This design comes from an exercise in tuning for small area, a short achievable clock period and few clock cycles on the open sky130 flow, not from production work.
The RTL was checked by simulation tests, not by an equivalence proof against the original design.
No activity file was given, so power comes from the tool's default toggle rates.

Setup of run 1:
==> flow/design.v (excerpt) <==
module rv32is(
    input 	clock,
	input 	reset,
	output [31:0] imemaddr,
	input  [31:0] imemdataout,
	output [31:0] dmemaddr,
	input  [31:0] dmemdataout,
	output [31:0] dmemdatain,
	output [2:0] dmemop,
	output	dmemwe
);
    reg  [31:0] pcF;
    reg         vI;
    reg  [31:0] pcI;
    reg         ptI;
    localparam NB = 2;
    reg  [NB-1:0] bv;
    reg  [9:0]    btag [0:NB-1];
    reg  [9:0]    btgt [0:NB-1];
    reg           bptr;
    reg  [31:0] ir;
    reg  [31:0] pcX;
    reg         vX;
    reg         ptX;
    reg  [31:1] s1;    
    reg  [31:1] s2;
    reg  isLUI, isAUIPC, isJAL, isJALR, isBR, isLD, isST, isOPI, isOP;
    reg  wrd, bimm, sub, scmp, sk1;
    reg  rsSum, rsSh, rsSlt, rsXor, rsOr, rsAnd, rsLink;
    reg  fw1, fw2;     
    reg  hz;           
    reg  [31:0] m_res;
    reg  [31:0] m_sd;
    reg  [2:0]  m_op;
    reg         m_st;
    reg         m_we;
    reg         m_ld;
    reg  [4:0]  m_rd;
    reg  [31:0] regs [1:31];
    wire [6:0] op  = ir[6:0];
    wire [4:0] rd  = ir[11:7];
    wire [2:0] f3  = ir[14:12];
    wire [4:0] rs1 = ir[19:15];
    wire [4:0] rs2 = ir[24:20];
    wire       f7b = ir[30];
    wire [6:0] iop = imemdataout[6:0];
    wire [2:0] if3 = imemdataout[14:12];
    wire iLUI   = (iop[6:2] == 5'b01101);
    wire iAUIPC = (iop[6:2] == 5'b00101);
    wire iJAL   = (iop[6:2] == 5'b11011);
    wire iJALR  = (iop[6:2] == 5'b11001);
    wire iBR    = (iop[6:2] == 5'b11000);
    wire iLD    = (iop[6:2] == 5'b00000);
    wire iST    = (iop[6:2] == 5'b01000);
    wire iOPI   = (iop[6:2] == 5'b00100);
    wire iOP    = (iop[6:2] == 5'b01100);
    wire [31:0] immI = {{20{ir[31]}}, ir[31:20]};
    wire [31:0] immS = {{20{ir[31]}}, ir[31:25], ir[11:7]};
    wire [31:0] immB = {{20{ir[31]}}, ir[7], ir[30:25], ir[11:8], 1'b0};
    wire [31:0] immU = {ir[31:12], 12'b0};
    wire [31:0] immJ = {{12{ir[31]}}, ir[19:12], ir[20], ir[30:21], 1'b0};
    reg  [31:0] rf1, rf2;
    integer k;
    always @(*) begin
        rf1 = 32'b0;
        rf2 = 32'b0;
        for (k = 1; k < 32; k = k + 1) begin
            rf1 = rf1 | ({32{s1[k]}} & regs[k]);
            rf2 = rf2 | ({32{s2[k]}} & regs[k]);
        end
    end
    wire [31:0] a  = rf1 | ({32{fw1}} & m_res);
    wire [31:0] r2 = rf2 | ({32{fw2}} & m_res);
    wire [31:0] b = bimm ? (isST ? immS : immI) : r2;
  ...
Size in the first run: ~5200 cells after synthesis, roughly 1300 flip-flops.
clock: 22.0 ns
lec_check: 0
cap_margin: 20
core_margin: 2
core_utilization: 40
slew_margin: 20
standard.sh (not shown) runs the stock make flow with config.mk's settings and CLKGATE_MAP_FILE= SYNTH_SCRIPT=/design/flow/synth_recipe.tcl, a recipe that flattens the netlist after the stock synthesis.
==> flow/flow/run.sh <==
#!/bin/bash
# Standard ORFS layout (the standard.sh, its synthesis unchanged) with
# these changes to how the layout is made; the constraints are unchanged:
#  - repair_timing aims for 16 ns of setup slack at the 22 ns clock;
#  - ports are buffered with buf_4 rather than the default delay buffer;
#  - clock tree sinks are clustered 20 to a leaf buffer.
# If a step after global routing fails (for example the final extraction
# refuses a detailed-routing connection), detailed routing is run again
# with another seed.
set -uo pipefail
ARGS=(SETUP_SLACK_MARGIN=16
      "BUFFER_PORTS_ARGS=-buffer_cell sky130_fd_sc_hd__buf_4"
      CTS_CLUSTER_SIZE=20 CTS_CLUSTER_DIAMETER=100)
if [ -f flow/extra.args ]; then
  while read -r a; do [ -n "$a" ] && ARGS+=("$a"); done < flow/extra.args
fi
B=orfs/results/sky130hd/rv32is/base
L=orfs/logs/sky130hd/rv32is/base
bash standard.sh "${ARGS[@]}" finish > standard.log 2>&1 && exit 0
for seed in 11 23; do
  [ -f $B/5_1_grt.odb ] || exit 1
  rm -f $B/5_2_route.odb $B/5_3_fillcell.odb $B/5_route.odb $B/5_route.sdc \
        $B/6_* $L/5_2_route* $L/5_3_fillcell* $L/6_*
  bash standard.sh "${ARGS[@]}" OR_SEED=$seed finish > standard_retry_$seed.log 2>&1 && exit 0
done
exit 1
Run 1 finished all stages; the layout is clean.
Testbench counts of run 1, summed over its fixed seeds: cycles 182,386.
Here is what was changed in the inputs of run 2 compared with run 1.
==> flow/flow/extra.args (new file) <==
SETUP_SLACK_MARGIN=16.4
CORE_UTILIZATION=45
[summary]
Run 2 against run 1; fill cell instance count of the final layout is down by more than 10%. Compared with run 1, run 2 shows via count higher by about 0.44%. Core utilization is higher on run 2. Share of synthesized area occupied by flip-flops and latches: run 1 vs run 2 identical. Summary of run 2 over run 1: final worst-path cycle share fell by 1.2 points; wire length barely changed; first-pass GRT wire length essentially unchanged; setup slack at placement now larger.
What run 3 does differently from run 2 at the input level:
==> flow/flow/extra.args <==
SETUP_SLACK_MARGIN=16.4
PLACE_DENSITY=0.7
Findings:
Going from run 2 to run 3, total sequential power flat, number of fill cells in the layout increased 15%, total congestion overflow after global routing now sits at about the same level, part of the total power dissipated in combinational logic grew by 0.5 points, final non-filler cell total shows an increase of 178.
Wire length ends up higher on run 2.
For the x dimension of the die, run 3 came in 23 microns higher than run 2 did.
Cmp run 3 vs run 2: placed instance count higher in run 3
First-iteration DRC count (higher): run 3
Input changes introduced in run 4 (baseline for comparison: run 3):
==> flow/flow/extra.args <==
CORE_UTILIZATION=35
Findings:
- What run 3 reported for first-iteration DRC count has to be multiplied by 0.809 to get the figure for run 4.
- | die area | run 4 vs run 3 | worse |
- Run 3 → run 4: post-layout minimum cycle time went up 0.31 ns; final wirelength rose by about 2.3%; proportion of final cell area spent on non-clock buffers lost 1.9 points.
- Run comparison: run 4 capture point of the critical path dmemaddr[23]; run 3 capture point of the critical path dmemaddr[27]
- Compared with run 3, run 4 is the less power-hungry design.
Modified inputs, run 5 compared to run 4
==> flow/flow/extra.args <==
SETUP_SLACK_MARGIN=16.4
==> comparison <==
Post-synthesis simple-gate area fraction: run 4 vs run 5 identical
Compared with run 4, run 5 shows a worst hold-check slack that is 0.015 ns lower.
Compared with run 4, in run 5 final cell count went down by 2.8%, tightest slew margin relative to the limit rose by 4.5 points, smallest setup slack after layout grew by 0.31 ns.
> inputs changed (run 5 -> run 6)
==> flow/flow/extra.args <==
CORE_UTILIZATION=35
SETUP_SLACK_MARGIN=16.4
## What came out
- Every stage of the flow completed for run 6, and the final layout passed the timing, DRC and antenna checks.
- Run 5: PASS, flow complete, no timing, DRC or antenna violations
- Relative to run 5, run 6 degrades total length of routed wires.
- Diff run 5 -> run 6 | cell area | up slightly
- Run 6: ratio of cells with drive above 1 in the final layout is 1.1 points higher than what run 5 reported.
- Maximum clock rate in run 6 is 0.0020 GHz lower than in run 5
- Run 6 ended with more synthesis-to-layout area growth than run 5.
- From run 5 to run 6 the numbers moved as follows: number of buffers inserted to repair setup after CTS climbed 3; slew at the pin with the worst max-slew slack dropped 0.024 ns.
- Run 6 ends up with a clock-buffer cell count that is 2.7% higher than in run 5.
- [run 6 vs run 5] minimum setup slack after placement: higher in run 6

[separate check: timing with driven ports]
The flow's constraints put no driver on any port. The routed layouts listed below were extracted and timed again, unchanged, in two steps.
Step 1 assumes that a clkbuf_16 drives the clock port and a buf_2 every other input.
Step 2 moves the port delays by t, midway between the first and last clock arrival at a register: inputs arrive t later, outputs are due t later. That takes back most of the time a late clock gives input paths.
Slacks: no drivers / after step 1 / after step 2; pairs: no drivers / after step 1.
| run | t (ns) | setup slack, ns | worst setup path at the end | worst slew at a driven data input, ns |
|---|---|---|---|---|
| run 1 | 0.804 | 15.998 / 15.914 / 15.616 | input to register | 0.19 |
| run 2 | 0.818 | 16.252 / 16.172 / 15.790 | input to register | 0.06 |
| run 3 | 0.809 | 16.241 / 16.161 / 15.821 | input to register | 0.16 |
| run 4 | 0.817 | 15.934 / 15.853 / 15.653 | input to register | 0.11 |
| run 5 | 0.813 | 16.249 / 16.168 / 15.781 | input to register | 0.23 |
| run 6 | 0.842 | 16.180 / 16.093 / 15.796 | input to register | 0.14 |
After both steps setup and hold are still met in every run listed. The setup slack of run 5, which loses most, moves by -0.081 ns with the drivers and by -0.468 ns with both steps.
